Source: an optimization exercise on an open RTL-to-GDS flow (aim: small area, a short achievable clock period and few clock cycles per item). Production flows keep margins and buffers that such runs may drop. At most, simulation tests tie the RTL to the original design; equivalence was not proved.

==> inputs of v7 <==
## mmult
module mmult(
  input  clk,                  
  input  reset_n,              
  input  enable,               
  input  [0:9*8-1] A_mat,      
  input  [0:9*8-1] B_mat,      
  output reg valid,            
  output reg [0:9*17-1] C_mat  
);
export LEC_CHECK = 0
export CAP_MARGIN = 20
export CORE_MARGIN = 2
export CORE_UTILIZATION = 55
export SETUP_SLACK_MARGIN = 4.2
export SLEW_MARGIN = 20
export SYNTH_HIERARCHICAL = 1
create_clock -name core_clock -period 9.0 [get_ports {clk}]
standard.sh (not shown) runs the stock make flow with config.mk's settings and CLKGATE_MAP_FILE= SYNTH_SCRIPT=/design/flow/synth_recipe.tcl, a recipe that flattens the netlist after the stock synthesis.
==> flow/flow/run.sh <==
#!/bin/bash
# Layout flow: the standard ORFS flow (standard.sh, unchanged synthesis),
# except that the port buffers are plain buffers (buf_4) instead of the
# delay-cell buffers buffer_ports picks by default. Every input and output
# port still gets its own buffer. Each step's full output goes to a log here.
set -euo pipefail
export BUFFER_PORTS_ARGS="-buffer_cell sky130_fd_sc_hd__buf_4"
bash standard.sh finish > standard_finish.log 2>&1
==> inputs of v21, as changes to v7 <==
CORE_UTILIZATION = 45   (was 55)
SLEW_MARGIN = 70   (was 20)
==> inputs of v11, as changes to v7 <==
SETUP_SLACK_MARGIN = 4.35   (was 4.2)
==> inputs of v17, as changes to v7 <==
SLEW_MARGIN = 70   (was 20)
==> comparison table <==
quantity                                                                     v17             v21              v7             v11
Outcome                                                           finished clean  finished clean  finished clean  finished clean
Number of placed instances with taps included                               5806            6119            5799            5799
Die Span Y                                                                308 µm          340 µm          308 µm          308 µm
Final non-filler cell area                                             54000 µm²       54800 µm²       53500 µm²       55200 µm²
Minimum clock period                                                     4.75 ns         4.81 ns         4.77 ns         4.76 ns
Ant. Diodes                                                                    0               4               2               1
Initial standard-cell utilization of the core                              55.5%           45.3%           55.5%           55.5%
Req. time, crit path                                                     9.47 ns         7.20 ns         7.20 ns         7.20 ns
Clock transition at path regs                                            0.06 ns         0.06 ns         0.07 ns         0.05 ns
Fraction of final layout cells sized beyond drive strength 1               11.9%           12.4%           11.5%           20.2%
Well-tap cell count                                                         1186            1500            1186            1186
Number of DRC markers after the initial detailed-route iteration            2935            3011            2776            2790
DR vias                                                                    34851           35236           34698           34712
Max Fanout on Critical Path                                                   24               3               3               6
Clock tree buffer count of the final layout                                   46              53              47              57
Testbench counts of v7, summed over its fixed seeds: cycles 1,600, products 1,600.
Testbench counts of v21, summed over its fixed seeds: cycles 1,600, products 1,600.
Testbench counts of v11, summed over its fixed seeds: cycles 1,600, products 1,600.
Testbench counts of v17, summed over its fixed seeds: cycles 1,600, products 1,600.

========
==> inputs of branch violet <==
Another version of the RTL of mmult (not shown whole).
==> flow/config.mk <==
export PLATFORM = sky130hd
export DESIGN_NAME = mmult
export DESIGN_NICKNAME = mmult
export VERILOG_FILES = /design/flow/design.v
export SDC_FILE = /design/flow/constraint.sdc
export NUM_CORES = 4
export LEC_CHECK = 0
export CAP_MARGIN = 20
export CORE_MARGIN = 2
export CORE_UTILIZATION = 40
export SLEW_MARGIN = 20
export SYNTH_HIERARCHICAL = 1
==> flow/constraint.sdc <==
create_clock -name core_clock -period 9.0 [get_ports {clk}]
set_input_delay 1.8000 -clock core_clock [delete_from_list [all_inputs] [get_ports {clk}]]
set_output_delay 1.8000 -clock core_clock [all_outputs]
set_load 0.01 [all_outputs]
run.sh (not shown) runs the stock make flow with config.mk's settings and CLKGATE_MAP_FILE= SYNTH_SCRIPT=/design/flow/synth_recipe.tcl, a recipe that flattens the netlist after the stock synthesis.
Stock flow here: none of the scripts above is used.
==> branch juniper (differences from branch violet) <==
--- a/flow/design.v
+++ b/flow/design.v
@@ -6523,20 +6523,49 @@
   wire [16:0] x5_1 = {1'b0, ~e5_s1007, ~e5_s1006, ~e5_s1002, ~e5_s995, ~e5_s985, 1'b0, ~e5_s956, 1'b0, 1'b0, 1'b0, 1'b0, 1'b0, 1'b0, ~e5_s848, 1'b0, 1'b0};
   wire [16:0] x6_0 = {~e6_c1175, ~e6_c1174, ~e6_c1170, ~e6_c1163, ~e6_c1153, ~e6_c1140, ~e6_s1140, ~e6_c1106, ~e6_s1106, ~e6_s1086, ~e6_s1066, ~e6_s1049, ~e6_s1035, ~e6_s1024, ~e6_s1015, ~e6_s1011, ~e6_s1008};
   wire [16:0] x6_1 = {1'b0, ~e6_s1175, ~e6_s1174, ~e6_s1170, ~e6_s1163, ~e6_s1153, 1'b0, ~e6_s1124, 1'b0, 1'b0, 1'b0, 1'b0, 1'b0, 1'b0, ~e6_s1016, 1'b0, 1'b0};
   wire [16:0] x7_0 = {~e7_c1343, ~e7_c1342, ~e7_c1338, ~e7_c1331, ~e7_c1321, ~e7_c1308, ~e7_s1308, ~e7_c1274, ~e7_s1274, ~e7_s1254, ~e7_s1234, ~e7_s1217, ~e7_s1203, ~e7_s1192, ~e7_s1183, ~e7_s1179, ~e7_s1176};
   wire [16:0] x7_1 = {1'b0, ~e7_s1343, ~e7_s1342, ~e7_s1338, ~e7_s1331, ~e7_s1321, 1'b0, ~e7_s1292, 1'b0, 1'b0, 1'b0, 1'b0, 1'b0, 1'b0, ~e7_s1184, 1'b0, 1'b0};
   wire [16:0] x8_0 = {~e8_c1511, ~e8_c1510, ~e8_c1506, ~e8_c1499, ~e8_c1489, ~e8_c1476, ~e8_s1476, ~e8_c1442, ~e8_s1442, ~e8_s1422, ~e8_s1402, ~e8_s1385, ~e8_s1371, ~e8_s1360, ~e8_s1351, ~e8_s1347, ~e8_s1344};
   wire [16:0] x8_1 = {1'b0, ~e8_s1511, ~e8_s1510, ~e8_s1506, ~e8_s1499, ~e8_s1489, 1'b0, ~e8_s1460, 1'b0, 1'b0, 1'b0, 1'b0, 1'b0, 1'b0, ~e8_s1352, 1'b0, 1'b0};
   always @(posedge clk) valid <= reset_n & enable;
+  reg [16:0] r0_0, r0_1;
+  reg [16:0] r1_0, r1_1;
+  reg [16:0] r2_0, r2_1;
+  reg [16:0] r3_0, r3_1;
+  reg [16:0] r4_0, r4_1;
+  reg [16:0] r5_0, r5_1;
+  reg [16:0] r6_0, r6_1;
+  reg [16:0] r7_0, r7_1;
+  reg [16:0] r8_0, r8_1;
   always @(posedge clk) begin
-    C_mat[0:16] <= x0_0 + x0_1;
-    C_mat[17:33] <= x1_0 + x1_1;
-    C_mat[34:50] <= x2_0 + x2_1;
-    C_mat[51:67] <= x3_0 + x3_1;
-    C_mat[68:84] <= x4_0 + x4_1;
-    C_mat[85:101] <= x5_0 + x5_1;
-    C_mat[102:118] <= x6_0 + x6_1;
-    C_mat[119:135] <= x7_0 + x7_1;
-    C_mat[136:152] <= x8_0 + x8_1;
+    r0_0 <= x0_0;
+    r0_1 <= x0_1;
+    r1_0 <= x1_0;
+    r1_1 <= x1_1;
+    r2_0 <= x2_0;
+    r2_1 <= x2_1;
+    r3_0 <= x3_0;
+    r3_1 <= x3_1;
+    r4_0 <= x4_0;
+    r4_1 <= x4_1;
+    r5_0 <= x5_0;
+    r5_1 <= x5_1;
+    r6_0 <= x6_0;
+    r6_1 <= x6_1;
+    r7_0 <= x7_0;
+    r7_1 <= x7_1;
+    r8_0 <= x8_0;
+    r8_1 <= x8_1;
+  end
+  always @* begin
+    C_mat[0:16] = r0_0 + r0_1;
+    C_mat[17:33] = r1_0 + r1_1;
+    C_mat[34:50] = r2_0 + r2_1;
+    C_mat[51:67] = r3_0 + r3_1;
+    C_mat[68:84] = r4_0 + r4_1;
+    C_mat[85:101] = r5_0 + r5_1;
+    C_mat[102:118] = r6_0 + r6_1;
+    C_mat[119:135] = r7_0 + r7_1;
+    C_mat[136:152] = r8_0 + r8_1;
   end
 endmodule
Settings changed: SETUP_SLACK_MARGIN set to 4.
==> branch cedar (differences from branch violet) <==
--- a/flow/design.v
+++ b/flow/design.v
@@ -6523,20 +6523,49 @@
   wire [16:0] x5_1 = {1'b0, ~e5_s1007, ~e5_s1006, ~e5_s1002, ~e5_s995, ~e5_s985, 1'b0, ~e5_s956, 1'b0, 1'b0, 1'b0, 1'b0, 1'b0, 1'b0, ~e5_s848, 1'b0, 1'b0};
   wire [16:0] x6_0 = {~e6_c1175, ~e6_c1174, ~e6_c1170, ~e6_c1163, ~e6_c1153, ~e6_c1140, ~e6_s1140, ~e6_c1106, ~e6_s1106, ~e6_s1086, ~e6_s1066, ~e6_s1049, ~e6_s1035, ~e6_s1024, ~e6_s1015, ~e6_s1011, ~e6_s1008};
   wire [16:0] x6_1 = {1'b0, ~e6_s1175, ~e6_s1174, ~e6_s1170, ~e6_s1163, ~e6_s1153, 1'b0, ~e6_s1124, 1'b0, 1'b0, 1'b0, 1'b0, 1'b0, 1'b0, ~e6_s1016, 1'b0, 1'b0};
   wire [16:0] x7_0 = {~e7_c1343, ~e7_c1342, ~e7_c1338, ~e7_c1331, ~e7_c1321, ~e7_c1308, ~e7_s1308, ~e7_c1274, ~e7_s1274, ~e7_s1254, ~e7_s1234, ~e7_s1217, ~e7_s1203, ~e7_s1192, ~e7_s1183, ~e7_s1179, ~e7_s1176};
   wire [16:0] x7_1 = {1'b0, ~e7_s1343, ~e7_s1342, ~e7_s1338, ~e7_s1331, ~e7_s1321, 1'b0, ~e7_s1292, 1'b0, 1'b0, 1'b0, 1'b0, 1'b0, 1'b0, ~e7_s1184, 1'b0, 1'b0};
   wire [16:0] x8_0 = {~e8_c1511, ~e8_c1510, ~e8_c1506, ~e8_c1499, ~e8_c1489, ~e8_c1476, ~e8_s1476, ~e8_c1442, ~e8_s1442, ~e8_s1422, ~e8_s1402, ~e8_s1385, ~e8_s1371, ~e8_s1360, ~e8_s1351, ~e8_s1347, ~e8_s1344};
   wire [16:0] x8_1 = {1'b0, ~e8_s1511, ~e8_s1510, ~e8_s1506, ~e8_s1499, ~e8_s1489, 1'b0, ~e8_s1460, 1'b0, 1'b0, 1'b0, 1'b0, 1'b0, 1'b0, ~e8_s1352, 1'b0, 1'b0};
   always @(posedge clk) valid <= reset_n & enable;
+  reg [16:0] r0_0, r0_1;
+  reg [16:0] r1_0, r1_1;
+  reg [16:0] r2_0, r2_1;
+  reg [16:0] r3_0, r3_1;
+  reg [16:0] r4_0, r4_1;
+  reg [16:0] r5_0, r5_1;
+  reg [16:0] r6_0, r6_1;
+  reg [16:0] r7_0, r7_1;
+  reg [16:0] r8_0, r8_1;
   always @(posedge clk) begin
-    C_mat[0:16] <= x0_0 + x0_1;
-    C_mat[17:33] <= x1_0 + x1_1;
-    C_mat[34:50] <= x2_0 + x2_1;
-    C_mat[51:67] <= x3_0 + x3_1;
-    C_mat[68:84] <= x4_0 + x4_1;
-    C_mat[85:101] <= x5_0 + x5_1;
-    C_mat[102:118] <= x6_0 + x6_1;
-    C_mat[119:135] <= x7_0 + x7_1;
-    C_mat[136:152] <= x8_0 + x8_1;
+    r0_0 <= x0_0;
+    r0_1 <= x0_1;
+    r1_0 <= x1_0;
+    r1_1 <= x1_1;
+    r2_0 <= x2_0;
+    r2_1 <= x2_1;
+    r3_0 <= x3_0;
+    r3_1 <= x3_1;
+    r4_0 <= x4_0;
+    r4_1 <= x4_1;
+    r5_0 <= x5_0;
+    r5_1 <= x5_1;
+    r6_0 <= x6_0;
+    r6_1 <= x6_1;
+    r7_0 <= x7_0;
+    r7_1 <= x7_1;
+    r8_0 <= x8_0;
+    r8_1 <= x8_1;
+  end
+  always @* begin
+    C_mat[0:16] = r0_0 + r0_1;
+    C_mat[17:33] = r1_0 + r1_1;
+    C_mat[34:50] = r2_0 + r2_1;
+    C_mat[51:67] = r3_0 + r3_1;
+    C_mat[68:84] = r4_0 + r4_1;
+    C_mat[85:101] = r5_0 + r5_1;
+    C_mat[102:118] = r6_0 + r6_1;
+    C_mat[119:135] = r7_0 + r7_1;
+    C_mat[136:152] = r8_0 + r8_1;
   end
 endmodule
==> results.txt <==
- Branch cedar passed the timing, DRC and antenna checks. Branch violet passed the timing, DRC and antenna checks. Branch juniper finished with timing, DRC and antenna clean.
- Non-clock buffer count, highest first: branch juniper, branch violet, branch cedar.
- The lowest worst hold slack belongs to branch juniper, the highest to branch violet.
- Of branch violet and branch juniper, branch violet has the higher synthesized cell count (gap 0.88%, measured against branch juniper).
- Utilization, highest first: branch juniper, branch violet, branch cedar.
==> figures <==
Run status: branch violet no timing/DRC/antenna violations; branch cedar no timing/DRC/antenna violations; branch juniper no timing/DRC/antenna violations
Initial antenna violation count: branch violet 22; branch cedar 26; branch juniper 7
# H-tree levels: branch violet 4; branch cedar 2; branch juniper 2
Placed instance count: branch violet 6279; branch cedar 6128; branch juniper 6071
Cell count after synthesis: branch violet 4480; branch cedar 4441; branch juniper 4441
Final routed wirelength across all metal layers: branch violet 166900 um; branch cedar 166500 um; branch juniper 193000 um
Number of sequential cells in the layout: branch violet 154; branch cedar 217; branch juniper 217
Die outline width: branch violet 343.7 um; branch cedar 345.5 um; branch juniper 345.5 um
Crit path arrival time: branch violet 8460 ps; branch cedar 7430 ps; branch juniper 5990 ps
Tap cells: branch violet 1512; branch cedar 1524; branch juniper 1524
Final period util: branch violet 88.91%; branch cedar 77.14%; branch juniper 61.11%
Met2 track utilization from global routing: branch violet 46.53%; branch cedar 43.69%; branch juniper 48.77%
Number of diodes: branch violet 11; branch cedar 19; branch juniper 9
HPWL after DPL: branch violet 133700 um; branch cedar 128300 um; branch juniper 123300 um
No run of this note included a check of the RTL's function; only the layout flow was run.

==> port drivers added, routing unchanged <==
In the flow no input, the clock included, has a driving cell. The finished layouts below were timed again as built, in two steps. Step 1 assumes that a clkbuf_16 drives the clock port and a buf_2 every other input. Step 2, shift: input delay + t, output delay - t, t = (earliest + latest rising clock arrival at the registers) / 2. This alone moves slack from input paths to output paths. a / b / c = no drivers / after step 1 / after step 2; a / b = the first two.
run	t (ns)	slack for setup (ns)	hold slack, ns	cell pins on the clock port's net
v7	0.684	4.231 / 4.159 / 3.574	1.408 / 1.366 / 2.050	1
v21	0.690	4.192 / 4.118 / 3.567	1.391 / 1.342 / 2.032	1
v11	0.666	4.238 / 4.168 / 3.713	1.428 / 1.381 / 2.047	1
v17	0.677	4.248 / 4.177 / 3.585	1.413 / 1.363 / 2.040	1
branch violet	0.613	0.998 / 0.974 / 0.361	1.830 / 1.776 / 2.389	1
branch juniper	0.679	3.500 / 3.434 / 2.754	1.710 / 1.681 / 2.361	1
branch cedar	0.667	2.057 / 2.048 / 1.381	1.774 / 1.722 / 2.389	1
After both steps setup and hold are still met in every run listed. The setup slack of branch juniper, which loses most, moves by -0.066 ns with the drivers and by -0.746 ns with both steps.
